Context: an optimization exercise on an open-source flow, tuned for small area. The choices shown serve that exercise and are no tape-out recipe.
RTL that was checked went through simulation tests only; none was proved equivalent to the original.
No functional check of the RTL was part of run 6.
In every run shown here, the design's own scripts or RTL, not TritonCTS, make the clock network.
The clock input has no modelled driver; a real chip could not lean on it and would need a root buffer or a full tree.
Power and IR drop assume default switching activity.

[flow/run.sh]
#!/bin/bash
# Layout flow: the standard ORFS flow (standard.sh), run from a copy of
# the ORFS scripts folder with three files changed:
#  - abc_area.script (from flow/abc_area.script): ABC maps the logic for
#    area only, with no timing-driven buffering or upsizing;
#  - global_place.tcl: after the port buffers are added, the reset port's
#    buffer is made a buf_4 (flow/reset_buffer.tcl) so that it drives the
#    registers' reset pins without a buffer tree;
#  - cts.tcl: instead of TritonCTS, flow/clock_tree.tcl builds a two-level
#    clock tree (one root buffer, leaf buffers each driving a group of
#    nearby registers); the rest of the CTS step (legalisation, timing
#    repair) is unchanged.
# The I/O port buffers are buf_1 cells. Each make run writes its full output
# to a log file in this folder; the tools' own logs are under orfs/logs/.
set -euo pipefail
here=$(pwd)
s="$here/orfs_scripts"
rm -rf "$s"
cp -r "$FLOW_HOME/scripts" "$s"
cp "$here/flow/abc_area.script" "$s/abc_area.script"
cp "$here/flow/clock_tree.tcl" "$s/my_clock_tree.tcl"
sed -i 's|^log_cmd clock_tree_synthesis .*$|source $::env(SCRIPTS_DIR)/my_clock_tree.tcl|' "$s/cts.tcl"
grep -q '^source $::env(SCRIPTS_DIR)/my_clock_tree.tcl$' "$s/cts.tcl"
cp "$here/flow/reset_buffer.tcl" "$s/my_reset_buffer.tcl"
sed -i 's|^\( *\)buffer_ports {\*}\[env_var_or_empty BUFFER_PORTS_ARGS\]$|&\n\1source $::env(SCRIPTS_DIR)/my_reset_buffer.tcl|' "$s/global_place.tcl"
grep -q 'source $::env(SCRIPTS_DIR)/my_reset_buffer.tcl$' "$s/global_place.tcl"
bash standard.sh "SCRIPTS_DIR=$s" ABC_AREA=1 synth > make_synth.log 2>&1
bash standard.sh "SCRIPTS_DIR=$s" \
  "BUFFER_PORTS_ARGS=-buffer_cell sky130_fd_sc_hd__buf_1" SKIP_REPAIR_TIE_FANOUT=1 \
  finish > make_finish.log 2>&1
[flow/abc_area.script]
strash
dc2
dc2
dc2
dc2
dc2
dch -f
if -K 4 -a
mfs2 -a
strash
dch -f
if -K 4 -a
mfs2 -a
strash
dch
amap -m -F 10 -A 10
topo
[flow/clock_tree.tcl]
# A two-level clock tree: the registers are split into groups by position
# (k-means on their locations), each group driven by one leaf buffer at its
# centre, and the leaf buffers driven by one root buffer at their centre.
proc my_new_buf { block master name x y } {
  set b [odb::dbInst_create $block $master $name]
  $b setLocation [expr {int($x)}] [expr {int($y)}]
  $b setPlacementStatus PLACED
  return $b
}
proc my_clock_tree { root_cell leaf_cell k } {
  set block [ord::get_db_block]
  set clk [$block findNet ram_clk]
  set db [ord::get_db]
  set sinks {}
  foreach it [$clk getITerms] {
    set inst [$it getInst]
    set b [$inst getBBox]
    lappend sinks [list $it [expr {([$b xMin] + [$b xMax]) / 2.0}] [expr {([$b yMin] + [$b yMax]) / 2.0}]]
  }
  set n [llength $sinks]
  # k-means, seeded with evenly spaced sinks sorted by x
  set sorted [lsort -real -index 1 $sinks]
  set cents {}
  for {set i 0} {$i < $k} {incr i} {
    set s [lindex $sorted [expr {int(($i + 0.5) * $n / $k)}]]
    lappend cents [list [lindex $s 1] [lindex $s 2]]
  }
  for {set iter 0} {$iter < 50} {incr iter} {
    # assign sinks to the nearest centre with room left (at most
    # ceil(n / k) sinks per centre), closest pairs first
    set cap [expr {($n + $k - 1) / $k}]
    set pairs {}
    set j 0
    foreach s $sinks {
      for {set i 0} {$i < $k} {incr i} {
        set c [lindex $cents $i]
        lappend pairs [list [expr {abs([lindex $s 1] - [lindex $c 0]) + abs([lindex $s 2] - [lindex $c 1])}] $j $i]
      }
      incr j
    }
    set assign [lrepeat $n -1]
    set load [lrepeat $k 0]
    foreach p [lsort -real -index 0 $pairs] {
      lassign $p d j i
      if {[lindex $assign $j] >= 0 || [lindex $load $i] >= $cap} continue
      lset assign $j $i
      lset load $i [expr {[lindex $load $i] + 1}]
    }
    set new {}
    for {set i 0} {$i < $k} {incr i} {
      set sx 0; set sy 0; set m 0
      foreach s $sinks a $assign { if {$a == $i} { set sx [expr {$sx + [lindex $s 1]}]; set sy [expr {$sy + [lindex $s 2]}]; incr m } }
      if {$m == 0} { lappend new [lindex $cents $i] } else { lappend new [list [expr {$sx / $m}] [expr {$sy / $m}]] }
    }
    set cents $new
  }
  $clk setSigType CLOCK
  if {$root_cell eq "none"} {
    set root_net $clk
  } else {
    set root_net [odb::dbNet_create $block clknet_root]
    $root_net setSigType CLOCK
  }
  set rx 0; set ry 0
  foreach c $cents { set rx [expr {$rx + [lindex $c 0] / $k}]; set ry [expr {$ry + [lindex $c 1] / $k}] }
  if {$root_cell ne "none"} {
    set root [my_new_buf $block [$db findMaster $root_cell] clkbuf_root $rx $ry]
  }
  for {set i 0} {$i < $k} {incr i} {
    set c [lindex $cents $i]
    set m 0
    foreach a $assign { if {$a == $i} { incr m } }
    set cell $leaf_cell
    if {[info exists ::my_small_leaf] && $m <= [lindex $::my_small_leaf 1]} { set cell [lindex $::my_small_leaf 0] }
    set leaf [my_new_buf $block [$db findMaster $cell] clkbuf_leaf_$i [lindex $c 0] [lindex $c 1]]
    puts "leaf $i: $cell, $m sinks"
    set net [odb::dbNet_create $block clknet_leaf_$i]
    $net setSigType CLOCK
    foreach s $sinks a $assign {
      if {$a == $i} { set it [lindex $s 0]; $it disconnect; $it connect $net }
    }
    [$leaf findITerm A] connect $root_net
    [$leaf findITerm X] connect $net
  }
  if {$root_cell ne "none"} {
    [$root findITerm A] connect $clk
    [$root findITerm X] connect $root_net
  }
  global_connect
  puts "clock tree: $root_cell root, $k $leaf_cell leaves, $n sinks"
}

my_clock_tree sky130_fd_sc_hd__clkbuf_4 sky130_fd_sc_hd__clkbuf_8 6
[flow/reset_buffer.tcl]
# The input buffer of the reset port drives every register's reset pin:
# make it a buf_4 so that it can drive them without a buffer tree.
set my_rst_net [[[ord::get_db_block] findBTerm ram_rst] getNet]
foreach my_it [$my_rst_net getITerms] {
  set my_inst [$my_it getInst]
  set my_cell [[$my_inst getMaster] getName]
  if {[string match "sky130_fd_sc_hd__buf_*" $my_cell]} {
    puts "reset port buffer [$my_inst getName]: $my_cell -> sky130_fd_sc_hd__buf_4"
    replace_cell [$my_inst getName] sky130_fd_sc_hd__buf_4
  }
}
[standard.sh]
#!/bin/bash
# synth_recipe.tcl (not shown) runs the flow's synth.tcl, then flattens the netlist and writes it again
# the make line also repeats each setting of config.mk as NAME=value (left out here)
make -C /OpenROAD-flow-scripts/flow DESIGN_CONFIG=/design/flow/config.mk WORK_HOME=/design/flow/orfs CLKGATE_MAP_FILE= SYNTH_SCRIPT=/design/flow/synth_recipe.tcl "${@:-finish}"
[config.mk]
export PLATFORM = sky130hd
export DESIGN_NAME = psram_controller
export DESIGN_NICKNAME = psram_controller
export VERILOG_FILES = /design/flow/design.v
export SDC_FILE = /design/flow/constraint.sdc
export NUM_CORES = 4
export LEC_CHECK = 0
export CAP_MARGIN = 20
export CORE_MARGIN = 2
export CORE_UTILIZATION = 40
export GPL_TIMING_DRIVEN = 0
export PLACE_DENSITY = 0.6
export SLEW_MARGIN = 20
[constraint.sdc]
create_clock -name core_clock -period 5.0 [get_ports {ram_clk}]
set_input_delay 1.0000 -clock core_clock [delete_from_list [all_inputs] [get_ports {ram_clk}]]
set_output_delay 1.0000 -clock core_clock [all_outputs]
set_load 0.01 [all_outputs]
[design.v]
module psram_controller #(
    parameter PSRAM_FRE  = 200_000_000,
    parameter LATENCY    = 5,
    parameter BIT_WIDTH  = 16,
    parameter BURST_LEN  = 32,
    parameter WARP_MODE  = "Wrap",
    parameter RW_METHOD  = "Linear"
) (
    input                               ram_clk,
    input                               ram_rst,
    input                               ram_en,
    input                               rw_ctrl,
    input   [31:0]                      addr_in,
    input   [BIT_WIDTH * 2 - 1 : 0]     ram_data_in,
    output                              init_cable_complete,
    output                              ctrl_idle,
    output  reg                         psram_clk,
    output                              psram_ce,
    output                              dq_en,
    output      [BIT_WIDTH - 1 : 0]     dq_out_hi,
    output      [BIT_WIDTH - 1 : 0]     dq_out_lo,
    input       [BIT_WIDTH - 1 : 0]     dq_in_hi,
    input       [BIT_WIDTH - 1 : 0]     dq_in_lo,
    output                              dm_en,
    output      [1 : 0]                 dm_out_hi,
    output      [1 : 0]                 dm_out_lo,
    input       [1 : 0]                 dm_in_hi,
    input       [1 : 0]                 dm_in_lo,
    output  reg [BIT_WIDTH * 2 - 1 : 0] ram_data_out,
    output  reg                         ram_rd_valid,
    output                              ram_wr_valid
);
localparam [14:0] L_RST = 15'h3edb;
localparam [14:0] L_INV = 15'h2aaa;
localparam [3:0] S_IDLE  = 4'b0000;
localparam [3:0] S_RST   = 4'b0001;
localparam [3:0] S_RW    = 4'b0011;
localparam [3:0] S_C0    = 4'b0100;
localparam [3:0] S_C1    = 4'b0101;
localparam [3:0] S_C2    = 4'b0110;
localparam [3:0] S_WAIT  = 4'b1000;
localparam [3:0] S_W2IR  = 4'b1010;
localparam [3:0] S_W2IW  = 4'b1011;
localparam [3:0] S_INITR = 4'b1110;
localparam [3:0] S_INITW = 4'b1111;
localparam [3:0] S_RD    = 4'b1100;
localparam [3:0] S_WR    = 4'b1101;
localparam [3:0] S_DONE  = 4'b1001;
reg [3:0]  st;
reg [14:0] lq;
wire [14:0] lf = lq ^ L_INV;
reg        v_d;
reg [31:0] wd;
wire idle_s  = (st == S_IDLE);
wire rst_s   = (st == S_RST);
wire rw_s    = (st == S_RW);
wire c0_s    = (st == S_C0);
wire c1_s    = (st == S_C1);
wire c2_s    = (st == S_C2);
wire cfg_s   = c0_s | c1_s | c2_s;
wire wait_s  = (st == S_WAIT);
wire w2ir_s  = (st == S_W2IR);
wire w2iw_s  = (st == S_W2IW);
wire initr_s = (st == S_INITR);
wire initw_s = (st == S_INITW);
wire init_s  = initr_s | initw_s;
wire wr_s    = (st == S_WR);
wire rd_s    = (st == S_RD);
wire done_s  = (st == S_DONE);
wire idle_end = idle_s & (&lf[11:0]);
wire rst_end  = rst_s & ~lf[1];
wire rw_end   = rw_s & ((lf & 15'h2c83) == 15'h0481);
wire cfg_end  = cfg_s & lf[8];
wire init_end = (initw_s & lf[5]) | (initr_s & lf[1]);
wire xfer_end = (wr_s | rd_s) & lf[14];
wire done_end = done_s & lf[3];
wire lf_clr = rw_end | cfg_end | wait_s | w2ir_s | w2iw_s | init_end | xfer_end | done_end |
              (rd_s & ~v_d);
wire [14:0] lf_nx = lf_clr ? 15'd0 : {lf[13:0], ~(lf[14] ^ lf[13])};
reg [3:0] st_nx;
always @(*) begin
    st_nx = st;
    case (st)
        S_IDLE:  if (idle_end) st_nx = S_RST;
        S_RST:   if (rst_end)  st_nx = S_RW;
        S_RW:    if (rw_end)   st_nx = S_C0;
        S_C0:    if (cfg_end)  st_nx = S_C1;
        S_C1:    if (cfg_end)  st_nx = S_C2;
        S_C2:    if (cfg_end)  st_nx = S_WAIT;
        S_WAIT:  if (ram_en)   st_nx = rw_ctrl ? S_W2IW : S_W2IR;
        S_W2IR:  st_nx = S_INITR;
        S_W2IW:  st_nx = S_INITW;
        S_INITR: if (init_end) st_nx = S_RD;
        S_INITW: if (init_end) st_nx = S_WR;
        S_WR:    if (xfer_end) st_nx = S_DONE;
        S_RD:    if (xfer_end) st_nx = S_DONE;
        S_DONE:  if (done_end) st_nx = S_WAIT;
        default: st_nx = S_IDLE;
    endcase
end
wire cs0 = ~lf[0];
wire cs1 = lf[0] & ~lf[1];
wire cs2 = lf[1] & ~lf[2];
wire cs3 = lf[2] & ~lf[3];
wire cfg_act = cfg_s & ~lf[3];
wire [7:0] kbyte =
    ({8{rst_s | rw_s}} & 8'hff) |
    ({8{cfg_s & cs0}} & 8'hc0) |
    ({8{c1_s & cs2}} & 8'h04) |
    ({8{c2_s & cs2}} & 8'h08) |
    ({8{c0_s & cs3}} & 8'h09) |
    ({8{c1_s & cs3}} & 8'h40) |
    ({8{c2_s & cs3}} & 8'h41) |
    ({8{init_s & cs0}} & 8'h20) |
    ({8{initw_s & cs0}} & 8'h80);
wire a1 = init_s & cs1;
wire a2 = init_s & cs2;
assign dm_en = wr_s;
assign dq_out_hi = {wd[31:24] & {8{dm_en}},
                    (wd[23:16] & {8{dm_en}}) | kbyte |
                    ({8{a1}} & addr_in[31:24]) | ({8{a2}} & addr_in[15:8])};
assign dq_out_lo = {wd[15:8] & {8{dm_en}},
                    (wd[7:0] & {8{dm_en}}) | kbyte |
                    ({8{a1}} & addr_in[23:16]) | ({8{a2}} & addr_in[7:0])};
assign ctrl_idle = ~(init_s | wr_s | rd_s | done_s);
assign init_cable_complete = wait_s | w2ir_s | w2iw_s | ~ctrl_idle;
assign psram_ce = ~(rst_s | cfg_act | init_s | wr_s | rd_s);
assign dq_en = (rst_s & ~lf[13]) | cfg_act | (init_s & ~lf[2]) | wr_s;
wire rd_nx = (st_nx == S_RD);
assign ram_wr_valid = (st_nx == S_WR);
wire beat = rd_nx & (dm_in_lo[0] ^ dm_in_lo[1]);
always @(posedge ram_clk or negedge ram_rst) begin
    if (!ram_rst) begin
        st <= S_IDLE;
        lq <= L_RST ^ L_INV;
        psram_clk <= 1'b0;
        ram_rd_valid <= 1'b0;
    end else begin
        st <= st_nx;
        lq <= lf_nx ^ L_INV;
        psram_clk <= ~psram_ce | rw_s;
        ram_rd_valid <= beat;
    end
end
always @(posedge ram_clk) begin
    v_d  <= ram_rd_valid;
    wd   <= ram_data_in;
end
always @(posedge ram_clk or negedge ram_rst) begin
    if (!ram_rst) ram_data_out <= 32'd0;
    else if (beat) ram_data_out <= {dq_in_hi, dq_in_lo};
end
assign dm_out_hi = 2'b00;
assign dm_out_lo = 2'b00;
endmodule
==> run notes, run 1 <==
The flow ran to the end and the layout has no timing, DRC or antenna violations. The kind of start point of the critical path is a flip-flop. The static power due to leakage came out at 1.62 nW. The detailed router finished its first iteration with 157 violations. The worst hold margin is 0.391 ns. The die area came out at 8570 um^2. The endpoint arrival time on the critical path came out at 3.23 ns. The length of the first detailed-routing pass in iterations came out at 8.

The final number of hold-violating endpoints came out at 0. The number of antenna violations at the first check in global routing came out at 0. The final worst-path cycle share came out at 0.846. Between clock sinks in the finished design, the worst skew comes to 0.0127 ns. The most common cell in the synthesized netlist is dfrtp_1. The placed instance count came out at 559. The area growth from synthesis to layout is 29.2%. The count of pins over their slew limit came out at 0. The all-layer global routing usage is 0.183. The layout has 737 filler cells.

Summing every instance area after synthesis gives 3140 um^2. The final wirelength is 8100 um. The worst reg-to-reg setup slack is 0.77 ns. The total of flip-flops plus latches after synthesis came out at 86. IR analysis of the VDD net gives a maximum drop of 0.178 mV. The worst-case setup margin in the final layout came out at 0.771 ns. The finished layout cell area is 4050 um^2.

The register area is 1990 um^2. Sorting the synthesized cells by how often they occur yields dfrtp_1, dfxtp_1, a22o_1. The initial core utilization came out at 0.410. The first-pass GRT wire length came out at 13,100 um. The area of combinational cells with multiple inputs came out at 1030 um^2. The routability congestion estimate came out at 0.840. The worst hold path belongs to the class reg -> reg. The main flop type after synthesis is dfrtp_1. In the routed layout, each cell is associated on average with a via count of 5.03.

The smallest clock period supported by the final layout is computed as 4.23 ns. Counting flops with an async set or reset pin after synthesis yields a share of 0.616. The number of buffers inserted by post-CTS setup repair came out at 0. The total placed instance area came out at 3960 um^2.

In the post-synthesis netlist, the biggest area contributors are dfrtp_1, dfxtp_1, a22o_1, dfstp_2, a222oi_1. The number of flops mapped to enable cells by yosys is 0. For the pin with the worst max-slew slack, the measured transition is 0.888 ns. Headroom to the max-slew limit came out at 0.404. The proportion of synthesized chip area in sequential cells is 0.636. Once layout is complete, the utilization of the core stands at 0.530.

The pre-CTS worst setup slack came out at 0.709 ns. Setup repair after global routing left no endpoint under its margin. After detailed routing, the average wire length per cell comes to 14.3 um. The number of distinct library cells after synthesis is 27. Setup total negative slack on the finished layout was measured at 0 ns.

The post-cts repair resize count came out at 0. Summed over all layers, the global routing overflow is 0. The dominant cell type by area after synthesis is dfrtp_1. The finished layout holds 566 standard cells, fillers aside.

The row count came out at 32. The largest fanout on the critical path is 18. The remaining routing DRC violations came out at 0. The count of max-cap constraint violations is 0. For this run, the number of Yosys warnings is 1. From left edge to right edge, the die measures 92.6 um. The overall via count from detail_route is 2,845.

The die is 92.6 um tall. The highest clock rate came out at 236 MHz. The count of port buffers added during placement came out at 173. The number of placed I/O pins came out at 180. The post-synthesis average cell area is 11.2 um^2. The insertion delay of the later-clocked pin in the worst-skew pair is 0.40 ns. The critical path is of the reg -> out type.

The net count of the finished layout is 570. The power per cell area is 263 nW/um^2. The design draws 1.07 mW. The share of synthesized area in the top cell type comes to 0.375. The standard cell core area is 7650 um^2. The via count of the first global-routing pass was 2,734. The cell count after synthesis came out at 281. The half-perimeter wire length after detailed placement is 6140 um.

The post-detailed-route count of antenna-violating nets is 0. Of the cells placed in the final design, the portion with a size suffix greater than 1 is 0.0560. The required time at the endpoint of the critical path came out at 4.00 ns.

The kind of end point of the critical path is a primary output. The total of hold buffers inserted after clock tree synthesis is 0. Entering global routing, the biggest net connects 54 pins. Setup violations remaining at the end of the flow were counted as 0. The antenna cell count is 0. The CTS clock-pin slew for the worst setup and hold paths came out at 0.09 ns.
==> per-layer routing <==
metal  track usage  part of all wire
met1         0.250              0.43
met2         0.305              0.47
met4        0.0249            0.0091
met3        0.0423             0.093
met5             0                 0
==> registers in the layout, indices dropped and copies added, names as in the netlist <==
name,cells
psram_clk,1
st,4
ram_rd_valid,1
lq,15
ram_data_out,32
v_d,1
wd,32
==> cell type report <==
type / instances / area share
Timing Repair Buffer: 176 / 0.166
Buffer: 12 / 0.0306
Inverter: 26 / 0.0241
Sequential cell: 86 / 0.492
Multi-Input combinational cell: 164 / 0.255
Tap cell: 102 / 0.0315
==> cell families (layout without fill, tap and decap cells) <==
kind of cell | Yosys count | count (layout) | share of synthesized area
flops | 86 | 86 | 0.636
compound gates | 73 | 73 | 0.188
other cells | 1 | 1 | 0.00120
buf+inv | 31 | 214 | 0.0419
simple gates | 90 | 90 | 0.133
==> power by group <==
part	switching [mW]	total (mW)	internal, mW	leakage [nW]
Combinational	0.0204	0.0428	0.0224	0.610
Clock	0.198	0.315	0.117	0.0477
Sequential	0.00297	0.708	0.705	0.967
Total	0.222	1.07	0.844	1.62
==> placed cells by master, fill, tap and decap left out <==
master     synthesis  routed
nor3_1            13      11
buf_4              4       7
buf_1              1     173
a31oi_1            5       5
dfrtp_1           47      47
clkinv_1          26      26
o22ai_1            2       2
o21ai_0            7       7
dfstp_2            6       6
conb_1             1       1
nor2b_1           16      16
o2111ai_1          1       1
and3_1             1       1
a2111oi_2          0       1
nand3_1            5       4
nand2_1           26      26
clkbuf_4           0       1
or3_1              1       1
nand3_2            0       1
buf_2              0       1
nor3_2             0       2
a22oi_1            1       1
a221oi_1           2       2
a211oi_1           1       1
nand4_1            3       3
a222oi_1          15      15
a22o_1            32      32
nor2_1            23      22
clkbuf_8           0       6
dfxtp_1           33      33
nor2_2             0       1
nor4_1             2       2
a21oi_1            6       6
==> worst max-delay path, cell delays in order (launching register included) <==
cell and delay, ns:
dfrtp_1 0.49, clkinv_1 0.19, nor2_1 0.30, clkinv_1 0.19, nor2_2 0.63, clkinv_1 0.61, nor2b_1 0.23, buf_1 0.19
==> path summary, 6_finish.rpt <==
check	startpoint	endpoint	depth (start not counted)
worst max-delay path	st[3]	dq_out_lo[15]	7
worst min register to register	ram_rd_valid	v_d	0
max in group asynchronous	ram_rst	ram_data_out[13]	1
worst min-delay path	ram_rd_valid	v_d	0
worst max register to register	st[0]	ram_data_out[25]	10
min in group asynchronous	ram_rst	st[0]	1
==> inputs of run 2 (changes only) <==
--- a/config.mk
+++ b/config.mk
@@ -6,8 +6,8 @@
 export NUM_CORES = 4
 export LEC_CHECK = 0
-export CAP_MARGIN = 20
+export CAP_MARGIN = 0
 export CORE_MARGIN = 2
 export CORE_UTILIZATION = 40
 export GPL_TIMING_DRIVEN = 0
 export PLACE_DENSITY = 0.6
-export SLEW_MARGIN = 20
+export SLEW_MARGIN = 0
==> run notes, run 2 <==
The largest registers in the layout are ram_data_out: 32 flops, wd: 32 flops, lq: 15 flops. The number of distinct library cells after synthesis came out at 27 (unchanged). The count of max-cap constraint violations is 0 (unchanged). The proportion of synthesized chip area in sequential cells is 0.636 (unchanged).

The class of the worst hold path is reg -> reg. The total of hold buffers inserted after clock tree synthesis came to 0 (unchanged). The layout cell share with drive strength beyond 1 is 0.0540 (-0.00204).

The row count is 32 (unchanged). The all-layer global routing usage is 0.181 (-0.00201). The CTS clock-pin slew for the worst setup and hold paths is 0.08 ns (about the same). The largest fanout on the critical path came out at 16 (-2). The final layout net count is 569 (-0.18%). The mapped cell area is 3140 um^2 (unchanged).

The maximum vdd ir drop is 0.211 mV (+19%). The final worst-path cycle share is 0.892 (+0.0459). The fraction of synthesis flops using an asynchronous set or reset pin came out at 0.616 (unchanged). The filler-free cell count of the finished design came to 565 (-0.18%). The antenna cell count came to 0 (unchanged). The count of pins over their slew limit is 0 (unchanged). The static power due to leakage is 1.62 nW (-0.43%). The total of flip-flops plus latches after synthesis came out at 86 (unchanged). The remaining routing DRC violations is 0 (unchanged). The transition at the pin with the smallest max-transition slack came out at 1.00 ns (+0.113 ns). dfrtp_1 takes more of the synthesized area than any other cell. The largest net degree at the start of global routing came to 54 (unchanged).

The cell count after synthesis is 281 (unchanged). The most common cell in the synthesized netlist is dfrtp_1. The run finished with no timing, DRC or antenna violations. The required time at the endpoint of the critical path was 4.00 ns (about the same).

The number of warnings issued by yosys was 1 (unchanged). The number of buffers inserted by post-CTS setup repair came out at 0 (unchanged). The count of port buffers added during placement came to 173 (unchanged). The violation count after the first detailed-route iteration was 191 (+22%). The endpoint arrival time on the critical path is 3.46 ns (+0.23 ns). The post-detailed-route count of antenna-violating nets came out at 0 (unchanged). The number of flops mapped to enable cells by yosys is 0 (unchanged).

The worst setup path is captured at a primary output. The standard cell core area came out at 7650 um^2 (unchanged). The routability congestion estimate is 0.840 (unchanged). The final number of hold-violating endpoints came out at 0 (unchanged).

The power per cell area is 263 nW/um^2 (-0.18%). The width of the chip came out at 92.6 um (unchanged). The worst-case headroom to the max-slew limit is 0.329 (-0.0750). In the layout the commonest cells are buf_1, dfrtp_1, dfxtp_1. The first-pass GRT wire length came out at 12,900 um (-1.7%). The total congestion overflow after global routing came to 0 (unchanged).

The post-cts repair resize count is 0 (unchanged). The power after layout is 1.06 mW (-0.27%). The share of the synthesized area in the top cell type came out at 0.375 (unchanged). The number of cells traversed by the worst register-to-register path came to 10 (unchanged).

The layout overhead on the synthesized area is 29.0% (about the same). Setup repair after global routing left no endpoint under its margin. The number of placed I/O pins is 180 (unchanged). The vertical extent of the die is 92.6 um (unchanged).

The clock tree skew after final layout came out at 0.0210 ns (+0.00829 ns). The post-route minimum period came out at 4.46 ns (+0.230 ns). The number of antenna violations at the first check in global routing came out at 0 (unchanged). STA classifies the critical path startpoint as a flip-flop.

The via count of the first global-routing pass came out at 2,682 (-1.9%). The overall via count from detail_route came out at 2,864 (+0.67%). After synthesis, the most frequently instantiated cells are dfrtp_1, dfxtp_1, a22o_1.

The insertion delay of the later-clocked pin in the worst-skew pair came out at 0.41 ns (about the same). The average vias per placed instance came out at 5.07 (+0.85%). The post-synthesis average cell area was 11.2 um^2 (unchanged). The worst hold path cell count is 0 (unchanged). The die area was 8570 um^2 (unchanged). The placed instance count came to 557 (-0.36%). The final wirelength came out at 8250 um (+1.9%). In the synthesized netlist the dominant register cell turns out to be dfrtp_1.

Ranked by total cell area, the synthesized netlist is headed by dfrtp_1, dfxtp_1, a22o_1, dfstp_2, a222oi_1. The highest clock rate came out at 224 MHz (-5.2%). The half-perimeter wire length after detailed placement came to 6100 um (-0.72%). The critical path in this run is classified as reg -> out. The length of the first detailed-routing pass in iterations came out at 6 (-2). The initial core utilization is 0.410 (unchanged). The per-cell routed wire length is 14.6 um (+2.1%). The count of endpoints failing setup in the final report was 0 (unchanged). Leaving out fill and tap cells, the most frequent cell in the layout is buf_1.
==> run 2: cell counts after synthesis <==
Identical to the previous run, type by type.
==> run 2: report_power, final <==
| part | switching, mW | leakage [nW] | internal [mW] |
|---|---|---|---|
| sequential | 0.00289 | 0.967 | 0.705 |
| combinational | 0.0202 | 0.603 | 0.0223 |
| clock | 0.196 | 0.0477 | 0.117 |
==> run 2: per-layer routing <==
layer  part of all wire  vias to the layer above  track usage
met1               0.42                     1316        0.250
met4              0.012                        0       0.0311
met5                  0                        -            0
li1                   -                     1389            -
met3              0.098                       12       0.0423
met2               0.47                      147        0.295
==> run 2: layout make-up <==
type,count,area [um^2]
sequential,86,1990
multi-input combinational,164,1030
inverter,26,97.6
buffer,12,124
fill,730,3600
timing repair buffer,174,664
timing repair inverter,1,5.00
tap,102,128
==> run 2: logic make-up after synthesis <==
group           synth area share
buf+inv                   0.0419
flops                      0.636
simple gates               0.133
compound gates             0.188
other cells              0.00120
==> run 2: worst max-delay path, stage by stage, from the launching register on <==
cell and delay [ns]:
dfrtp_1 0.49, clkinv_1 0.19, nor2_1 0.31, clkinv_1 0.20, nor2_1 0.33, clkinv_1 0.21, nor3_2 0.79, a222oi_1 0.28
nand2_1 0.11, buf_1 0.15
==> run 2: metrics by stage <==
| stage | worst slack (ns) | area [um^2] | util | setup TNS (ns) | hold slack (ns) |
|---|---|---|---|---|---|
| after floorplan | 1.41 | 3140 | - | 0 | 0.370 |
| after global placement | -0.00992 | 3920 | 0.512 | -0.0367 | 0.352 |
| after detailed placement | 0.0297 | 3950 | 0.516 | 0 | 0.368 |
| after CTS | 0.0246 | 4040 | 0.528 | 0 | 0.369 |
| after global routing | 0.192 | 4050 | 0.529 | 0 | 0.411 |
| final | 0.541 | 4050 | 0.529 | 0 | 0.393 |
==> run 2: worst paths after layout <==
check                           slack, ns               end          from
worst max register to register       1.06   ram_data_out[1]         st[0]
min in group asynchronous            0.61         psram_clk       ram_rst
worst min-delay path                 0.39               v_d  ram_rd_valid
max in group asynchronous            3.94  ram_data_out[18]       ram_rst
worst min register to register       0.39               v_d  ram_rd_valid
worst max-delay path                 0.54      dq_out_lo[1]         st[3]
==> inputs of run 3 (changes only) <==
--- a/config.mk
+++ b/config.mk
@@ -6,8 +6,7 @@
 export NUM_CORES = 4
 export LEC_CHECK = 0
-export CAP_MARGIN = 0
+export CAP_MARGIN = 20
 export CORE_MARGIN = 2
 export CORE_UTILIZATION = 40
-export GPL_TIMING_DRIVEN = 0
 export PLACE_DENSITY = 0.6
-export SLEW_MARGIN = 0
+export SLEW_MARGIN = 20
==> run notes, run 3 <==
The remaining routing DRC violations came out at 0 (unchanged). The number of distinct library cells after synthesis is 27 (unchanged). The post-cts repair resize count is 0 (unchanged). The violation count after the first detailed-route iteration is 150 (-21%). The worst reg-to-reg setup slack is 1.65 ns (+0.59 ns). The count of pins over their slew limit is 0 (unchanged). The worst hold path begins at ram_rd_valid.

The largest net degree at the start of global routing came to 54 (unchanged). The initial core utilization is 0.410 (unchanged). The clock tree skew after final layout is 0.0110 ns (-0.0100 ns).

The fraction of synthesis flops using an asynchronous set or reset pin is 0.616 (unchanged). In the post-synthesis netlist, the cell with the most instances is dfrtp_1. The power after layout came out at 1.06 mW (-0.24%). The row count came to 32 (unchanged). The fraction of power spent switching nets is 0.206 (about the same).

The layout overhead on the synthesized area is 28.4%. The number of placed I/O pins is 180 (unchanged). The run finished with no timing, DRC or antenna violations. The half-perimeter wire length after detailed placement came out at 6010 um (-1.4%). The worst-case setup margin in the final layout was 1.14 ns (+0.603 ns). The layout cell share with drive strength beyond 1 came out at 0.0476 (-0.00638). The clock power share came out at 0.295 (about the same). The internal power was 0.842 mW (-0.25%). The commonest cells after synthesis are dfrtp_1, dfxtp_1, a22o_1.

In the final layout, the registers with the most flip-flops are ram_data_out: 32 flops, wd: 32 flops, lq: 15 flops. The pre-CTS worst setup slack came out at 1.60 ns (+1.57 ns). The endpoint of the worst-slack reg-to-reg timing path is ram_data_out[30]. The worst-case headroom to the max-slew limit is 0.566 (+0.236). The CTS clock-pin slew for the worst setup and hold paths is 0.09 ns (about the same). The length of the first detailed-routing pass in iterations is 6 (unchanged). The start point of the critical path is st[3].

The proportion of synthesized chip area in sequential cells came out at 0.636 (unchanged). The number of buffers inserted by post-CTS setup repair came out at 0 (unchanged). The routability congestion estimate was 0.807 (-3.9%).

The final worst-path cycle share came out at 0.771 (-0.121). The all-layer global routing usage came to 0.181 (+0.000701). The critical path goes through clkinv_1, nor2_1, clkinv_1, nor2_1, clkinv_1, nor3_2, buf_4, a22oi_1, nand3_1, buf_1. The power per cell area came out at 263 nW/um^2 (+0.23%).

The average vias per placed instance came out at 5.11 (+0.81%). The count of port buffers added during placement came out at 173 (unchanged). The vertical extent of the die came out at 92.6 um (unchanged).

The total congestion overflow after global routing came to 0 (unchanged). The die area is 8570 um^2 (unchanged). The post-route minimum period is 3.86 ns (-0.603 ns). The overall via count from detail_route came out at 2,882 (+0.63%). In this run the critical register-to-register path is launched from st[0].

The tightest min-delay check is of the reg -> reg type. The placed instance count came out at 557 (unchanged). For this design, the slowest cell found on the critical path is dfrtp_1.

STA classifies the critical path endpoint as a primary output. The count of cell instances traversed by the critical path was 10 (+1). The peak per-stage delay on the critical path came out at 0.49 ns (-0.30 ns). The first-pass GRT wire length came out at 12,900 um (+0.59%). The antenna cell count came to 0 (unchanged). The finished layout cell area is 4030 um^2 (-0.46%). The kind of cell with the highest combined delay along the critical path is buffers and inverters.

The per-cell routed wire length came out at 14.5 um (-0.55%). Counting stages on the worst path, the most repeated cell is clkinv_1. The post-synthesis average cell area is 11.2 um^2 (unchanged). In the layout the commonest cells are buf_1, dfrtp_1, dfxtp_1.

The required time at the endpoint of the critical path is 4.00 ns (about the same). The number of warnings issued by yosys came out at 1 (unchanged). The number of cells traversed by the worst register-to-register path came out at 12 (+2).

The number of antenna violations at the first check in global routing came to 0 (unchanged). The total placed instance area was 3940 um^2 (-0.16%). The number of flops mapped to enable cells by yosys is 0 (unchanged). The library cell used most frequently in the layout, excluding fill and tap cells, is buf_1. The final wirelength came to 8190 um (-0.73%). The worst hold path cell count is 0 (unchanged). The path type of the worst setup path is reg -> out. dfrtp_1 takes more of the synthesized area than any other cell. The proportion of power drawn by combinational gates is 0.038 (-0.002). The most used flip-flop cell after synthesis is dfrtp_1. The transition at the pin with the smallest max-transition slack came out at 0.651 ns (-0.349 ns). The via count of the first global-routing pass was 2,726 (+1.6%). The worst path buffer plus inverter count is 5 (+1).

In the post-synthesis netlist, the biggest area contributors are dfrtp_1, dfxtp_1, a22o_1, dfstp_2, a222oi_1. The total of hold buffers inserted after clock tree synthesis was 0 (unchanged). The kind of start point of the critical path is a flip-flop. The post-detailed-route count of antenna-violating nets is 0 (unchanged). The filler-free cell count of the finished design came out at 564 (-0.18%).

The final layout net count came out at 568 (-0.18%). The register share of total power came out at 0.667 (about the same). The final number of hold-violating endpoints came to 0 (unchanged). The worst hold margin is 0.393 ns (-0.0000730 ns).

The largest fanout on the critical path came to 16 (unchanged). The total of flip-flops plus latches after synthesis came out at 86 (unchanged). The count of max-cap constraint violations is 0 (unchanged). The number of fillers in the final layout came out at 751 (+2.9%).

The cell count after synthesis is 281 (unchanged). The width of the chip is 92.6 um (unchanged). The standard cell core area is 7650 um^2 (unchanged). Setup repair after global routing left no endpoint under its margin. The static power due to leakage is 1.62 nW (about the same). The count of endpoints failing setup in the final report came out at 0 (unchanged). The share of the synthesized area in the top cell type is 0.375 (unchanged). The mapped cell area came out at 3140 um^2 (unchanged).

The highest clock rate is 259 MHz (+16%). The end-of-flow core utilization came to 0.527 (-0.00245). The end of the critical path is dq_out_hi[5].

The maximum vdd ir drop was 0.215 mV (+1.9%). The insertion delay of the later-clocked pin in the worst-skew pair came out at 0.40 ns (about the same). The power spent charging and discharging nets came to 0.219 mW (-0.19%). The accumulated negative setup slack is 0 ns (unchanged). The endpoint arrival time on the critical path is 2.86 ns (-0.60 ns).
## run 3: cell counts after synthesis
Identical to the previous run, type by type.
## run 3: how the worst min path moves through the flow
| stage | end | slack, ns |
|---|---|---|
| 2_1_floorplan | lq[10] | 0.37 |
| 3_3_place_gp | v_d | 0.35 |
| 3_5_place_dp | v_d | 0.38 |
| 4_1_cts | v_d | 0.38 |
| 5_1_grt | lq[10] | 0.42 |
| 6_report | v_d | 0.39 |
## run 3: cell type report
type / instances / area (um^2) / area share
plain buffers: 7 / 90.1 / 0.0224
multi-input cells: 164 / 1020 / 0.253
well taps: 102 / 128 / 0.0317
repair buffers: 179 / 698 / 0.173
flip-flops and latches: 86 / 1990 / 0.495
inverters: 26 / 97.6 / 0.0242
## run 3: cell families after synthesis
| group | count (synthesis) | share of synthesized area |
|---|---|---|
| buf+inv | 31 | 0.0419 |
| compound gates | 73 | 0.188 |
| simple gates | 90 | 0.133 |
| other cells | 1 | 0.00120 |
| flops | 86 | 0.636 |
## run 3: routing by layer
layer / share of wire / track usage
met3: 0.096 / 0.0358
met1: 0.42 / 0.255
met5: 0 / 0
met4: 0.013 / 0.0299
met2: 0.47 / 0.297
## run 3: power by group through the flow
stage | Combinational [mW] | Clock [mW] | Sequential, mW
after global routing | 0.0459 | 0.355 | 0.709
after CTS | 0.0414 | 0.239 | 0.722
after floorplan | 0.00639 | 0 | 0.721
final | 0.0403 | 0.313 | 0.708
after global placement | 0.0400 | 0 | 0.722
after detailed placement | 0.0412 | 0 | 0.722
==> inputs of run 4 (changes only) <==
--- a/flow/run.sh
+++ b/flow/run.sh
@@ -27,4 +27,4 @@
 bash standard.sh "SCRIPTS_DIR=$s" ABC_AREA=1 synth > make_synth.log 2>&1
 bash standard.sh "SCRIPTS_DIR=$s" \
-  "BUFFER_PORTS_ARGS=-buffer_cell sky130_fd_sc_hd__buf_1" SKIP_REPAIR_TIE_FANOUT=1 \
+  "BUFFER_PORTS_ARGS=-buffer_cell sky130_fd_sc_hd__buf_1" SKIP_REPAIR_TIE_FANOUT=1 REMOVE_ABC_BUFFERS=1 \
   finish > make_finish.log 2>&1
--- a/config.mk
+++ b/config.mk
@@ -9,4 +9,5 @@
 export CORE_MARGIN = 2
 export CORE_UTILIZATION = 40
+export GPL_TIMING_DRIVEN = 0
 export PLACE_DENSITY = 0.6
 export SLEW_MARGIN = 20
==> run notes, run 4 <==
The run finished with no timing, DRC or antenna violations. The number of warnings issued by yosys came to 1 (unchanged). STA classifies the critical path startpoint as a flip-flop. The maximum vdd ir drop came out at 0.192 mV (-11%). The vertical extent of the die is 92.6 um (unchanged). The total congestion overflow after global routing came out at 0 (unchanged).

The power per cell area came to 264 nW/um^2 (+0.37%). The post-synthesis average cell area is 11.2 um^2 (unchanged). The highest clock rate is 229 MHz (-12%). The number of flops mapped to enable cells by yosys was 0 (unchanged).

The mapped cell area came out at 3140 um^2 (unchanged). The all-layer global routing usage is 0.182 (+0.000238). The count of max-cap constraint violations came out at 0 (unchanged).

The number of buffers inserted by post-CTS setup repair is 0 (unchanged). The final layout net count is 565 (-0.53%). The number of placed I/O pins is 180 (unchanged). The antenna cell count was 0 (unchanged). The largest net degree at the start of global routing was 54 (unchanged). The peak per-stage delay on the critical path is 0.51 ns (+0.02 ns).

The share of the synthesized area in the top cell type is 0.375 (unchanged). The worst-case setup margin in the final layout came out at 0.642 ns (-0.502 ns). The worst hold path belongs to the class reg -> reg. The library cell appearing most often on the critical path is clkinv_1. The final worst-path cycle share is 0.872 (+0.100). The total of flip-flops plus latches after synthesis came out at 86 (unchanged). The largest total area in the synthesized netlist belongs to dfrtp_1.

The row count is 32 (unchanged). The post-route minimum period was 4.36 ns (+0.502 ns). The via count of the first global-routing pass came out at 2,702 (-0.88%). The fraction of synthesis flops using an asynchronous set or reset pin is 0.616 (unchanged). The post-detailed-route count of antenna-violating nets was 0 (unchanged). Leaving out fill and tap cells, the most frequent cell in the layout is buf_1. The most used flip-flop cell after synthesis is dfrtp_1. The largest registers in the layout are ram_data_out: 32 flops, wd: 32 flops, lq: 15 flops. The average vias per placed instance was 5.08 (-0.58%). The area growth from synthesis to layout is 28.1%. The worst hold margin is 0.376 ns (-0.0166 ns). The largest individual stage delay along the critical path comes from the cell nor3_2.

The number of distinct library cells after synthesis is 27 (unchanged). The standard cell core area is 7650 um^2 (unchanged). The count of endpoints failing setup in the final report is 0 (unchanged). The total of hold buffers inserted after clock tree synthesis came out at 0 (unchanged). The half-perimeter wire length after detailed placement is 6050 um (+0.65%). The width of the chip is 92.6 um (unchanged). By count the netlist is led by dfrtp_1, dfxtp_1, a22o_1. The transition at the pin with the smallest max-transition slack is 0.900 ns (+0.248 ns). The violation count after the first detailed-route iteration is 192 (+28%).

The overall via count from detail_route came out at 2,850 (-1.1%). The per-cell routed wire length is 14.7 um (+1.1%). The clock tree skew after final layout came out at 0.0160 ns (+0.00508 ns). The worst-case headroom to the max-slew limit is 0.397 (-0.169). In the layout the commonest cells are buf_1, dfrtp_1, dfxtp_1. The die area was 8570 um^2 (unchanged).

The count of port buffers added during placement came out at 173 (unchanged). The end-of-flow core utilization is 0.525 (-0.00147). The critical path goes through clkinv_1, nor2_1, clkinv_1, nor2_1, clkinv_1, nor3_2, buf_4, a22oi_1, nand3_1, buf_1. The first-pass GRT wire length is 13,000 um (+0.22%). The number of antenna violations at the first check in global routing is 0 (unchanged). The power after layout came to 1.06 mW (about the same). The layout cell share with drive strength beyond 1 came to 0.0479 (+0.000311). The insertion delay of the later-clocked pin in the worst-skew pair was 0.40 ns (about the same).

The accumulated negative setup slack is 0 ns (unchanged). The pre-CTS worst setup slack came to 0.689 ns (-0.909 ns). The kind of end point of the critical path is a primary output.

The static power due to leakage came out at 1.60 nW (-0.94%). The length of the first detailed-routing pass in iterations came out at 6 (unchanged). The CTS clock-pin slew for the worst setup and hold paths is 0.09 ns (about the same). The worst setup path is of the reg -> out kind. The number of fillers in the final layout is 736 (-2.0%). The count of pins over their slew limit came out at 0 (unchanged).

The cell count after synthesis is 281 (unchanged). Setup repair after global routing left no endpoint under its margin. The endpoint arrival time on the critical path came to 3.36 ns (+0.50 ns).

The remaining routing DRC violations came out at 0 (unchanged). The final wirelength is 8240 um (+0.59%). The required time at the endpoint of the critical path is 4.00 ns (about the same). The proportion of synthesized chip area in sequential cells is 0.636 (unchanged). The final number of hold-violating endpoints was 0 (unchanged).

The largest fanout on the critical path came out at 9 (-7). After synthesis, the cell types taking the most area are dfrtp_1, dfxtp_1, a22o_1, dfstp_2, a222oi_1. The routability congestion estimate came out at 0.819 (+1.5%). The post-cts repair resize count is 0 (unchanged).

Yosys instantiated no cell more often than dfrtp_1. The initial core utilization was 0.410 (unchanged).
[run 4: logic make-up (layout without fill, tap and decap cells)]
| kind of cell | count (synthesis) | after routing | synth area share |
|---|---|---|---|
| AND/OR/NAND/NOR | 90 | 90 | 0.133 |
| flip-flops | 86 | 86 | 0.636 |
| AO/OA/AOI/OAI | 73 | 73 | 0.188 |
| buffers and inverters | 31 | 209 | 0.0419 |
| other | 1 | 1 | 0.00120 |
[run 4: stage by stage]
step                cell area, um^2  std cells
global route                   4020        561
CTS                            4020        561
global placement               3880        551
floorplan                      3100        276
detailed placement             3930        554
finish                         4020        561
[run 4: report_power, final]
group          leakage, nW  switching (mW)  internal [mW]
Clock               0.0477           0.197          0.117
Combinational        0.587          0.0197         0.0203
Sequential           0.967         0.00305          0.705
[run 4: worst paths after layout]
kind | start | slack (ns) | cells past startpoint | end
max in group asynchronous | ram_rst | 3.94 | 1 | lq[7]
setup reg to reg | st[0] | 0.67 | 10 | ram_data_out[29]
setup / recovery | st[3] | 0.64 | 10 | dq_out_hi[5]
hold / removal | ram_rd_valid | 0.38 | 0 | v_d
min in group asynchronous | ram_rst | 0.62 | 1 | psram_clk
hold reg to reg | ram_rd_valid | 0.38 | 0 | v_d
[run 4: layout make-up]
type / instances / area, um^2 / share of cell area
buffer: 7 / 90.1 / 0.0224
multi-input combinational: 164 / 1030 / 0.258
inverter: 26 / 97.6 / 0.0243
tap: 102 / 128 / 0.0318
timing repair buffer: 176 / 673 / 0.168
sequential: 86 / 1990 / 0.496
[run 4: critical path, delay by kind of cell, from the launching register on]
kind,cells,cell delay (ns)
buf+inv,5,1.07
compound gates,1,0.12
flops,1,0.50
simple gates,4,1.27
[run 4: layer usage]
metal,GRT usage,part of all wire,vias up
li1,-,-,1379
met1,0.254,0.43,1308
met2,0.305,0.46,153
met3,0.0309,0.093,10
met4,0.0249,0.012,0
met5,0,0,-
==> inputs of run 5 (changes only) <==
--- a/flow/run.sh
+++ b/flow/run.sh
@@ -7,10 +7,4 @@
 #    buffer is made a buf_4 (flow/reset_buffer.tcl) so that it drives the
 #    registers' reset pins without a buffer tree;
-#  - cts.tcl: instead of TritonCTS, flow/clock_tree.tcl builds a two-level
-#    clock tree (one root buffer, leaf buffers each driving a group of
-#    nearby registers); the rest of the CTS step (legalisation, timing
-#    repair) is unchanged.
-# The I/O port buffers are buf_1 cells. Each make run writes its full output
-# to a log file in this folder; the tools' own logs are under orfs/logs/.
 set -euo pipefail
 here=$(pwd)
--- a/flow/clock_tree.tcl
+++ b/flow/clock_tree.tcl
@@ -91,3 +91,3 @@
 }
 
-my_clock_tree sky130_fd_sc_hd__clkbuf_4 sky130_fd_sc_hd__clkbuf_8 6
+my_clock_tree sky130_fd_sc_hd__clkbuf_2 sky130_fd_sc_hd__clkbuf_8 5
--- a/config.mk
+++ b/config.mk
@@ -8,6 +8,6 @@
 export CAP_MARGIN = 20
 export CORE_MARGIN = 2
-export CORE_UTILIZATION = 40
+export CORE_UTILIZATION = 70
 export GPL_TIMING_DRIVEN = 0
-export PLACE_DENSITY = 0.6
+export PLACE_DENSITY = 0.85
 export SLEW_MARGIN = 20
==> run notes, run 5 <==
In this run the worst hold path is classified as reg -> reg. The layout cell share with drive strength beyond 1 came to 0.0459 (-0.00208). The width of the chip is 70.9 um (-23%). The final wirelength came out at 9620 um (+17%). The mapped cell area is 3140 um^2 (unchanged).

The die area is 5030 um^2 (-41%). The count of max-cap constraint violations was 0 (unchanged). The end-of-flow core utilization is 0.911 (+0.386). The finished layout cell area is 3940 um^2 (-2.0%). The final number of hold-violating endpoints is 0 (unchanged).

The via count of the first global-routing pass is 3,056 (+13%). The total of hold buffers inserted after clock tree synthesis is 0 (unchanged). The count of port buffers added during placement is 173 (unchanged). The transition at the pin with the smallest max-transition slack is 0.907 ns (+0.00696 ns). The clock tree skew after final layout came out at 0.0138 ns (-0.00229 ns). The half-perimeter wire length after detailed placement is 6850 um (+13%). The worst hold margin is 0.389 ns (+0.0130 ns). The number of warnings issued by yosys came to 1 (unchanged). The final layout net count was 564 (-0.18%). The layout overhead on the synthesized area is 25.6%.

The number of fillers in the final layout was 183 (-75%). The library cells used most frequently in the layout, excluding fill and tap cells, are buf_1, dfrtp_1, dfxtp_1. The critical path is of the reg -> out type. The flow ran to the end and the layout has no timing, DRC or antenna violations. The fraction of synthesis flops using an asynchronous set or reset pin is 0.616 (unchanged). The post-cts repair resize count came out at 0 (unchanged).

The leading cell type by number of instances after synthesis is dfrtp_1. Among all flip-flop cells after synthesis, the most frequent one is dfrtp_1. The final worst-path cycle share came out at 0.896 (+0.0249).

The largest registers in the layout are ram_data_out: 32 flops, wd: 32 flops, lq: 15 flops. The highest clock rate is 223 MHz (-2.8%). The number of distinct library cells after synthesis came out at 27 (unchanged).

The number of buffers inserted by post-CTS setup repair was 0 (unchanged). Setup repair after global routing left no endpoint under its margin. The total congestion overflow after global routing is 0 (unchanged).

The cell count after synthesis is 281 (unchanged). The accumulated negative setup slack came out at 0 ns (unchanged). The total placed instance area is 3860 um^2 (-1.7%).

The static power due to leakage is 1.59 nW (-0.48%). The number of antenna violations at the first check in global routing came out at 0 (unchanged). Ranked by total cell area, the synthesized netlist is headed by dfrtp_1, dfxtp_1, a22o_1, dfstp_2, a222oi_1. The antenna cell count is 0 (unchanged). The violation count after the first detailed-route iteration came out at 340 (+77%). After synthesis, the most frequently instantiated cells are dfrtp_1, dfxtp_1, a22o_1. The vertical extent of the die was 70.9 um (-23%). The total of flip-flops plus latches after synthesis came out at 86 (unchanged). The kind of end point of the critical path is a primary output. The initial core utilization is 0.725 (+0.315). The worst-case headroom to the max-slew limit is 0.392 (-0.00467). The overall via count from detail_route came out at 3,110 (+9.1%).

The required time at the endpoint of the critical path is 4.00 ns (about the same). The most common library cell in the layout ignoring fill and taps is buf_1. The row count was 24 (-25%).

The worst-case setup margin in the final layout is 0.518 ns (-0.124 ns). The largest fanout on the critical path is 18 (+9). The power per cell area came out at 265 nW/um^2 (+0.42%). The number of flops mapped to enable cells by yosys came to 0 (unchanged). The number of placed I/O pins is 180 (unchanged).

The routability congestion estimate was 1.01 (+23%). The remaining routing DRC violations came out at 0 (unchanged). The count of pins over their slew limit is 0 (unchanged). The area of combinational cells with multiple inputs came out at 1030 um^2 (unchanged).

The number of cells traversed by the worst register-to-register path came out at 10 (unchanged). The average vias per placed instance came to 6.10 (+20%). The post-detailed-route count of antenna-violating nets came out at 0 (unchanged). The per-cell routed wire length came out at 18.9 um (+28%).

The length of the first detailed-routing pass in iterations came out at 8 (+2). The count of endpoints failing setup in the final report is 0 (unchanged). The standard cell core area is 4320 um^2 (-43%). The first-pass GRT wire length is 14,700 um (+13%).

The proportion of synthesized chip area in sequential cells came out at 0.636 (unchanged). The post-route minimum period came out at 4.48 ns (+0.124 ns). The pre-CTS worst setup slack is 0.193 ns (-0.496 ns). The CTS clock-pin slew for the worst setup and hold paths came out at 0.10 ns (about the same). The insertion delay of the later-clocked pin in the worst-skew pair is 0.44 ns (+0.04 ns). The register area is 1990 um^2 (unchanged). The largest net degree at the start of global routing came out at 54 (unchanged). The all-layer global routing usage is 0.367 (+0.185). The post-synthesis average cell area is 11.2 um^2 (unchanged). The endpoint arrival time on the critical path is 3.48 ns (+0.12 ns).

The worst hold path cell count is 0 (unchanged). The share of the synthesized area in the top cell type is 0.375 (unchanged). The kind of start point of the critical path is a flip-flop. The synthesized design spends more area on one cell type than any other, namely dfrtp_1. The maximum vdd ir drop came out at 0.298 mV (+56%).
## run 5: cell counts after synthesis
No cell type changed its count.
## run 5: area by class of cell
class / count / area share
plain buffers: 6 / 0.0187
inverters: 26 / 0.0248
multi-input cells: 164 / 0.263
flip-flops and latches: 86 / 0.506
well taps: 52 / 0.0165
repair buffers: 176 / 0.171
## run 5: metal layers
metal / vias to the layer above / share of wire / global-route usage
li1: 1371 / - / -
met2: 250 / 0.52 / 0.646
met4: 0 / 0.029 / 0.105
met5: - / 0 / 0
met1: 1450 / 0.36 / 0.469
met3: 39 / 0.096 / 0.0684
## run 5: critical path, cell delays in order, from the launching register on
cell and delay [ns]:
dfrtp_1 0.51, clkinv_1 0.20, nor2_1 0.31, clkinv_1 0.21, nor2_2 0.60, clkinv_1 0.64
nor2b_1 0.34, buf_1 0.24
## run 5: kinds of logic after synthesis
kind of cell,share of synthesized area
compound gates,0.188
buf+inv,0.0419
flops,0.636
other cells,0.00120
simple gates,0.133
## run 5: path summary, 6_finish.rpt
| path | from | endpoint | slack (ns) |
|---|---|---|---|
| max | st[3] | dq_out_hi[8] | 0.52 |
| min | ram_rd_valid | v_d | 0.39 |
| max reg2reg | st[0] | ram_data_out[10] | 0.64 |
| min reg2reg | ram_rd_valid | v_d | 0.39 |
| max in group asynchronous | ram_rst | ram_data_out[19] | 3.99 |
| min in group asynchronous | ram_rst | ram_data_out[0] | 0.58 |
## run 5: through the flow
step / total power, mW / std cells
2_1_floorplan: 0.725 / 276
4_1_cts: 0.980 / 510
3_5_place_dp: 0.764 / 504
3_3_place_gp: 0.760 / 501
5_1_grt: 1.08 / 510
6_report: 1.05 / 510
## run 5: power breakdown
part | internal [mW] | switching, mW | total (mW) | leakage [nW]
Sequential | 0.705 | 0.00409 | 0.709 | 0.967
Clock | 0.0950 | 0.198 | 0.293 | 0.0401
Combinational | 0.0204 | 0.0221 | 0.0425 | 0.587
==> inputs of run 6 (changes only) <==
--- a/design.v
+++ b/design.v
@@ -75,5 +75,5 @@
 wire xfer_end = (wr_s | rd_s) & lf[14];
 wire done_end = done_s & lf[3];
-wire lf_clr = rw_end | cfg_end | wait_s | w2ir_s | w2iw_s | init_end | xfer_end | done_end |
+wire lf_clr = rw_end | cfg_end | w2ir_s | w2iw_s | init_end | xfer_end |
               (rd_s & ~v_d);
 wire [14:0] lf_nx = lf_clr ? 15'd0 : {lf[13:0], ~(lf[14] ^ lf[13])};
--- a/config.mk
+++ b/config.mk
@@ -8,6 +8,6 @@
 export CAP_MARGIN = 20
 export CORE_MARGIN = 2
-export CORE_UTILIZATION = 70
+export CORE_UTILIZATION = 40
 export GPL_TIMING_DRIVEN = 0
-export PLACE_DENSITY = 0.85
+export PLACE_DENSITY = 0.6
 export SLEW_MARGIN = 20
==> run notes, run 6 <==
The final wirelength came to 8670 um (-9.9%). The number of placed I/O pins came out at 180 (unchanged). The library cell used most frequently in the layout, excluding fill and tap cells, is buf_1. The standard cell core area is 7650 um^2 (+77%). The number of warnings issued by yosys came out at 1 (unchanged).

The vertical extent of the die is 92.6 um (+31%). The filler-free cell count of the finished design came out at 559 (+9.6%). The total of flip-flops plus latches after synthesis came out at 86 (unchanged). The CTS clock-pin slew for the worst setup and hold paths is 0.10 ns (about the same). The length of the first detailed-routing pass in iterations is 8 (unchanged). The share of the synthesized area in the top cell type is 0.375 (-0.000448). The row count came out at 32 (+33%). The antenna cell count came out at 0 (unchanged). The post-cts repair resize count came out at 0 (unchanged).

The count of max-cap constraint violations is 0 (unchanged). The count of pins over their slew limit was 0 (unchanged). The average vias per placed instance came to 5.20 (-15%). The post-detailed-route count of antenna-violating nets came out at 0 (unchanged). The final number of hold-violating endpoints is 0 (unchanged). The total of hold buffers inserted after clock tree synthesis is 0 (unchanged).

The half-perimeter wire length after detailed placement came out at 6630 um (-3.3%). The critical path is of the reg -> out type. The post-route minimum period is 4.34 ns (-0.144 ns). The worst setup path is captured at a primary output. The required time at the endpoint of the critical path was 4.00 ns (about the same). The static power due to leakage came to 1.63 nW (+2.2%).

dfrtp_1 takes more of the synthesized area than any other cell. The count of endpoints failing setup in the final report is 0 (unchanged). The number of fillers in the final layout came out at 735 (+300%).

The signal on the critical path passes through clkinv_1, nor2_1, clkinv_1, nor2_1, clkinv_1, nor3_2, buf_4, a222oi_1, nand2_1, buf_1. In this design, the critical path's most frequently occurring cell is clkinv_1. The power per cell area is 260 nW/um^2 (-2.0%). The initial core utilization came out at 0.411 (-0.315). The number of flops mapped to enable cells by yosys is 0 (unchanged). Setup repair after global routing left no endpoint under its margin.

The via count of the first global-routing pass is 2,744 (-10%). The maximum vdd ir drop was 0.166 mV (-44%). The main flop type after synthesis is dfrtp_1.

The power spent charging and discharging nets was 0.229 mW (+2.1%). The total placed instance area is 3960 um^2 (+2.7%). The mapped cell area is 3140 um^2 (+0.12%). The largest fanout on the critical path is 9 (-9). The power after layout is 1.05 mW (+0.42%).

The highest clock rate came out at 231 MHz (+3.3%). The peak per-stage delay on the critical path came to 0.57 ns (-0.07 ns). The clock power share came out at 0.286 (+0.005).

The endpoint arrival time on the critical path came out at 3.34 ns (-0.14 ns). The internal power came to 0.820 mW (about the same). The largest registers in the layout are ram_data_out: 32 flops, wd: 32 flops, lq: 15 flops. The overall via count from detail_route came to 2,907 (-6.5%). The layout overhead on the synthesized area came out at 28.5%. For this design, the slowest cell found on the critical path is nor3_2. The fraction of synthesis flops using an asynchronous set or reset pin is 0.616 (unchanged). The leading cell type by number of instances after synthesis is dfrtp_1. The final layout net count is 563 (-0.18%). The routability congestion estimate is 0.906 (-9.9%). The finished layout cell area is 4040 um^2 (+2.5%). The remaining routing DRC violations came to 0 (unchanged). The total congestion overflow after global routing came out at 0 (unchanged). The cell count after synthesis is 275 (-2.1%). The post-synthesis average cell area came to 11.4 um^2 (+2.3%).

The transition at the pin with the smallest max-transition slack came to 0.795 ns (-0.112 ns). The flow ran to the end and the layout has no timing, DRC or antenna violations. The number of buffers inserted by post-CTS setup repair was 0 (unchanged). The all-layer global routing usage is 0.193 (-0.174).

In this run the worst hold path is classified as reg -> reg. The largest net degree at the start of global routing came out at 54 (unchanged). The fraction of power spent switching nets came out at 0.219 (+0.00363). The proportion of synthesized chip area in sequential cells came to 0.635 (-0.000760). The accumulated negative setup slack came out at 0 ns (unchanged). The first-pass GRT wire length came to 13,600 um (-7.4%). The placed instance count came to 553 (+9.7%). The final worst-path cycle share is 0.867 (-0.0289). The clock tree skew after final layout came to 0.0131 ns (-0.000608 ns).

The layout cell share with drive strength beyond 1 is 0.0569 (+0.0110). Leaving out fill and tap cells, the most frequent cells in the layout are buf_1, dfrtp_1, dfxtp_1. The insertion delay of the later-clocked pin in the worst-skew pair came out at 0.47 ns (+0.03 ns). The die area is 8580 um^2 (+70%). The register area came to 1990 um^2 (unchanged).

In the synthesized netlist, the cells that appear most often are dfrtp_1, dfxtp_1, a22o_1. The number of antenna violations at the first check in global routing is 0 (unchanged). The violation count after the first detailed-route iteration is 176 (-48%). The per-cell routed wire length came out at 15.5 um (-18%). The area of combinational cells with multiple inputs is 1050 um^2 (+1.8%). The number of distinct library cells after synthesis came out at 32 (+19%). The proportion of power drawn by combinational gates came out at 0.040 (about the same). The worst-case headroom to the max-slew limit came out at 0.467 (+0.0751).

The width of the chip came out at 92.6 um (+31%). The worst setup path is launched from a flip-flop. Sorting the synthesized cells by area gives the leading types as dfrtp_1, dfxtp_1, a22o_1, a222oi_1, dfstp_2. The register share of total power is 0.675 (-0.004). The count of port buffers added during placement came out at 173 (unchanged).
run 6: power groups by stage:
stage	sequential [mW]	clock, mW	combinational [mW]
2_1_floorplan	0.721	0	0.00404
3_3_place_gp	0.722	0	0.0409
3_5_place_dp	0.722	0	0.0422
4_1_cts	0.723	0.215	0.0423
5_1_grt	0.710	0.340	0.0466
6_report	0.708	0.300	0.0415
run 6: worst paths after layout:
path / depth (start not counted) / slack [ns] / start / endpoint
worst max-delay path: 10 / 0.66 / st[3] / dq_out_hi[5]
worst min-delay path: 0 / 0.39 / ram_rd_valid / v_d
worst max register to register: 13 / 0.88 / st[0] / ram_data_out[18]
worst min register to register: 0 / 0.39 / ram_rd_valid / v_d
max in group asynchronous: 1 / 4.02 / ram_rst / ram_data_out[5]
min in group asynchronous: 1 / 0.54 / ram_rst / psram_clk
run 6: critical path: cells and delay by family, from the launching register on:
family	cells	cell delay, ns
compound gates	1	0.07
simple gates	4	1.28
flops	1	0.47
buf+inv	5	1.06
run 6: per-stage QoR:
stage | util | setup slack [ns] | hold WS [ns]
after floorplan | - | -3.93 | 0.370
after global placement | 0.508 | -7.57 | 0.360
after detailed placement | 0.518 | 0.735 | 0.378
after CTS | 0.528 | 0.733 | 0.379
after global routing | 0.528 | 0.327 | 0.418
final | 0.528 | 0.663 | 0.394
run 6: cell type report:
type	instances	share of cell area
Timing Repair Buffer	181	0.174
Tap cell	102	0.0316
Sequential cell	86	0.494
Inverter	23	0.0214
Multi-Input combinational cell	161	0.261
Buffer	6	0.0183
run 6: per-layer routing:
| metal | vias up | track usage | share of wire |
|---|---|---|---|
| met3 | 10 | 0.0277 | 0.082 |
| met5 | - | 0 | 0 |
| met4 | 0 | 0.0274 | 0.012 |
| li1 | 1374 | - | - |
| met2 | 132 | 0.312 | 0.48 |
| met1 | 1391 | 0.283 | 0.43 |
run 6: logic make-up after synthesis:
| kind of cell | Yosys count | synth area share |
|---|---|---|
| buf+inv | 28 | 0.0382 |
| simple gates | 86 | 0.129 |
| other cells | 1 | 0.00119 |
| flops | 86 | 0.635 |
| compound gates | 74 | 0.196 |
==> inputs of run 7 (changes only) <==
--- a/design.v
+++ b/design.v
@@ -75,5 +75,5 @@
 wire xfer_end = (wr_s | rd_s) & lf[14];
 wire done_end = done_s & lf[3];
-wire lf_clr = rw_end | cfg_end | w2ir_s | w2iw_s | init_end | xfer_end |
+wire lf_clr = rw_end | cfg_end | wait_s | w2ir_s | w2iw_s | init_end | xfer_end | done_end |
               (rd_s & ~v_d);
 wire [14:0] lf_nx = lf_clr ? 15'd0 : {lf[13:0], ~(lf[14] ^ lf[13])};
==> flow/abc_area.script (replaced) <==
strash
dc2
dc2
dc2
dch -f
if -K 4 -a
mfs2 -a
strash
dch -f
amap -m -F 10 -A 10
topo
==> run notes, run 7 <==
The flow ran to the end and the layout has no timing, DRC or antenna violations. The number of antenna violations at the first check in global routing is 0 (unchanged). The final layout net count came out at 560 (-0.53%).

The largest registers in the layout are ram_data_out: 32 flops, wd: 32 flops, lq: 15 flops. By instance count, the leading cell after synthesis is dfrtp_1. The number of fillers in the final layout is 742 (+0.95%).

The standard cell core area came out at 7690 um^2 (+0.52%). The final wirelength came out at 8680 um (+0.13%). The largest fanout on the critical path was 8 (-1). The worst hold margin came to 0.372 ns (-0.0218 ns). The transition at the pin with the smallest max-transition slack is 0.973 ns (+0.179 ns). The average vias per placed instance is 5.20 (about the same). The total congestion overflow after global routing is 0 (unchanged). The die area came out at 8610 um^2 (+0.42%).

The worst setup path is captured at a primary output. The area of combinational cells with multiple inputs came out at 1060 um^2 (+1.1%). The met3 routing resource usage after global routing came out at 0.0309 (+0.00325). The worst register-to-register path ends at ram_data_out[12]. The CTS clock-pin slew for the worst setup and hold paths is 0.10 ns (about the same). The static power due to leakage came out at 1.55 nW (-4.8%).

The global-route track usage on met2 is 0.311 (-0.00105). In this run the worst setup path begins at st[0]. The width of the chip is 92.8 um (+0.21%). The post-detailed-route count of antenna-violating nets is 0 (unchanged). The vertical extent of the die came out at 92.8 um (+0.21%).

The antenna cell count is 0 (unchanged). The row count came to 32 (unchanged). The highest clock rate is 230 MHz (about the same).

The share of the synthesized area in the top cell type came out at 0.373 (-0.00163). The accumulated negative setup slack came out at 0 ns (unchanged). The per-cell routed wire length is 15.6 um (+0.67%).

The power per cell area came out at 260 nW/um^2 (about the same). The number of flops mapped to enable cells by yosys came out at 0 (unchanged). The layer with the highest usage is met2. The end-of-flow core utilization is 0.522 (-0.00600). The library cells used most frequently in the layout, excluding fill and tap cells, are buf_1, dfrtp_1, dfxtp_1.

The count of max-cap constraint violations came to 0 (unchanged). The number of warnings issued by yosys is 1 (unchanged). The area growth from synthesis to layout is 27.2%. The overall via count from detail_route came out at 2,891 (-0.55%). The worst register-to-register path begins at st[0].

The initial core utilization is 0.410 (about the same). The register area was 1990 um^2 (unchanged). In this run the worst setup path terminates at ram_wr_valid. The all-layer global routing usage came out at 0.191 (-0.00159).

The final worst-path cycle share came to 0.868 (about the same). The insertion delay of the later-clocked pin in the worst-skew pair is 0.49 ns (+0.02 ns). The number of distinct library cells after synthesis is 32 (unchanged). The largest net degree at the start of global routing came to 54 (unchanged).

The first-pass GRT wire length came to 13,600 um (+0.46%). The count of pins over their slew limit is 0 (unchanged). Ranked by total cell area, the synthesized netlist is headed by dfrtp_1, dfxtp_1, o22a_1, dfstp_2, a222oi_1. The via count of the first global-routing pass was 2,717 (-0.98%). The number of placed I/O pins was 180 (unchanged). The cell count after synthesis came out at 278 (+1.1%). The biggest area contributor in the post-synthesis netlist is dfrtp_1. The remaining routing DRC violations is 0 (unchanged). The post-route minimum period is 4.34 ns (+0.00340 ns).

The proportion of synthesized chip area in sequential cells is 0.632 (-0.00277). The routability congestion estimate came out at 0.942 (+4.0%). The length of the first detailed-routing pass in iterations is 6 (-2).

The number of cells traversed by the worst register-to-register path came out at 10 (-3). The count of endpoints failing setup in the final report is 0 (unchanged). The count of port buffers added during placement is 173 (unchanged). The layout cell share with drive strength beyond 1 is 0.0441 (-0.0128). The met1 demand-to-capacity share in global routing is 0.275 (-0.00804). The worst setup path is launched from a flip-flop. The fraction of synthesis flops using an asynchronous set or reset pin is 0.616 (unchanged). The worst-case headroom to the max-slew limit is 0.351 (-0.116).

The mapped cell area came out at 3150 um^2 (+0.44%). In the synthesized netlist, the cells that appear most often are dfrtp_1, dfxtp_1, o22a_1. The path type of the worst setup path is reg -> out. The post-synthesis average cell area came to 11.3 um^2 (-0.65%). The total of flip-flops plus latches after synthesis is 86 (unchanged).

The endpoint arrival time on the critical path was 3.34 ns (about the same). In this run the most critical hold path is launched from ram_rd_valid. In the synthesized netlist the dominant register cell turns out to be dfrtp_1. The half-perimeter wire length after detailed placement is 6480 um (-2.2%). Setup repair after global routing left no endpoint under its margin. The worst reg-to-reg setup slack is 0.67 ns (-0.21 ns). The maximum vdd ir drop came out at 0.177 mV (+6.9%).

The most common library cell in the layout ignoring fill and taps is buf_1. The violation count after the first detailed-route iteration came out at 221 (+26%). The required time at the endpoint of the critical path came out at 4.00 ns (about the same).

The clock tree skew after final layout is 0.00666 ns (-0.00648 ns). The final number of hold-violating endpoints is 0 (unchanged). The path class of the tightest hold or removal check is reg -> reg.
[run 7: cell types whose count changed in the layout (fill, tap and decap cells not counted), sizes merged, moves of 3 or more]
cell / change
buf: -6
a222oi: -3
clkinv: -3
a22oi: +6
a21oi: -3
o21ai: +3
nand2: -3
nor2: -3
nand3: +13
a22o: -32
o22a: +32
[run 7: area by class of cell]
class	instances	area share
Timing Repair Buffer	175	0.167
Buffer	6	0.0184
Sequential cell	86	0.497
Multi-Input combinational cell	166	0.265
Inverter	21	0.0206
Tap cell	102	0.0318
[run 7: kinds of logic (layout without fill, tap and decap cells)]
logic type	Yosys count	count (layout)	synth area share
buf+inv	26	202	0.0357
flops	86	86	0.632
other cells	1	1	0.00119
simple gates	91	91	0.139
compound gates	74	74	0.192
[run 7: per-stage QoR]
step / worst slack (ns) / std cells / total power [mW] / instance area [um^2]
after global routing: 0.148 / 556 / 1.09 / 4010
after CTS: 0.439 / 556 / 0.980 / 4010
after detailed placement: 0.458 / 550 / 0.765 / 3930
after floorplan: 1.18 / 273 / 0.726 / 3120
final: 0.659 / 556 / 1.04 / 4010
after global placement: -0.230 / 548 / 0.764 / 3900
[run 7: repair_timing]
action                     CTS  global route
gates resized for setup      0             1
setup buffers                0             0
hold buffers                 0             0
setup endpoints to repair    0            32
[run 7: worst min-delay path by stage]
stage / end / cells after the start
final: v_d / 0
after floorplan: lq[10] / 1
after CTS: v_d / 0
after global placement: v_d / 0
after detailed placement: v_d / 0
after global routing: v_d / 0
[run 7: worst max-delay path: stages, from the launching register on]
cell and delay [ns]:
dfrtp_1 0.44, clkinv_1 0.24, nor3_1 0.68, clkinv_1 0.46, nor2_1 0.33, a22oi_1 0.14, o2111ai_1 0.15, nor2_1 0.10
and3_1 0.19, buf_1 0.13
[run 7: power breakdown]
| part | total [mW] | internal (mW) | switching, mW |
|---|---|---|---|
| logic | 0.0422 | 0.0211 | 0.0211 |
| registers | 0.708 | 0.705 | 0.00298 |
| clock network | 0.294 | 0.0943 | 0.200 |
| total | 1.04 | 0.820 | 0.224 |
[run 7: metal layers]
metal | vias up | wire length [um]
met1 | 1365 | 3730
met5 | - | 0
met3 | 11 | 750
li1 | 1378 | -
met4 | 0 | 130
met2 | 137 | 4070

Setup slack of run 7, layout unchanged: 0.659 ns with ideal ports, 0.631 ns with driving cells assumed (clock clkbuf_16, inputs buf_2), 0.674 ns with port delays also shifted by the 0.512 ns mid clock arrival.
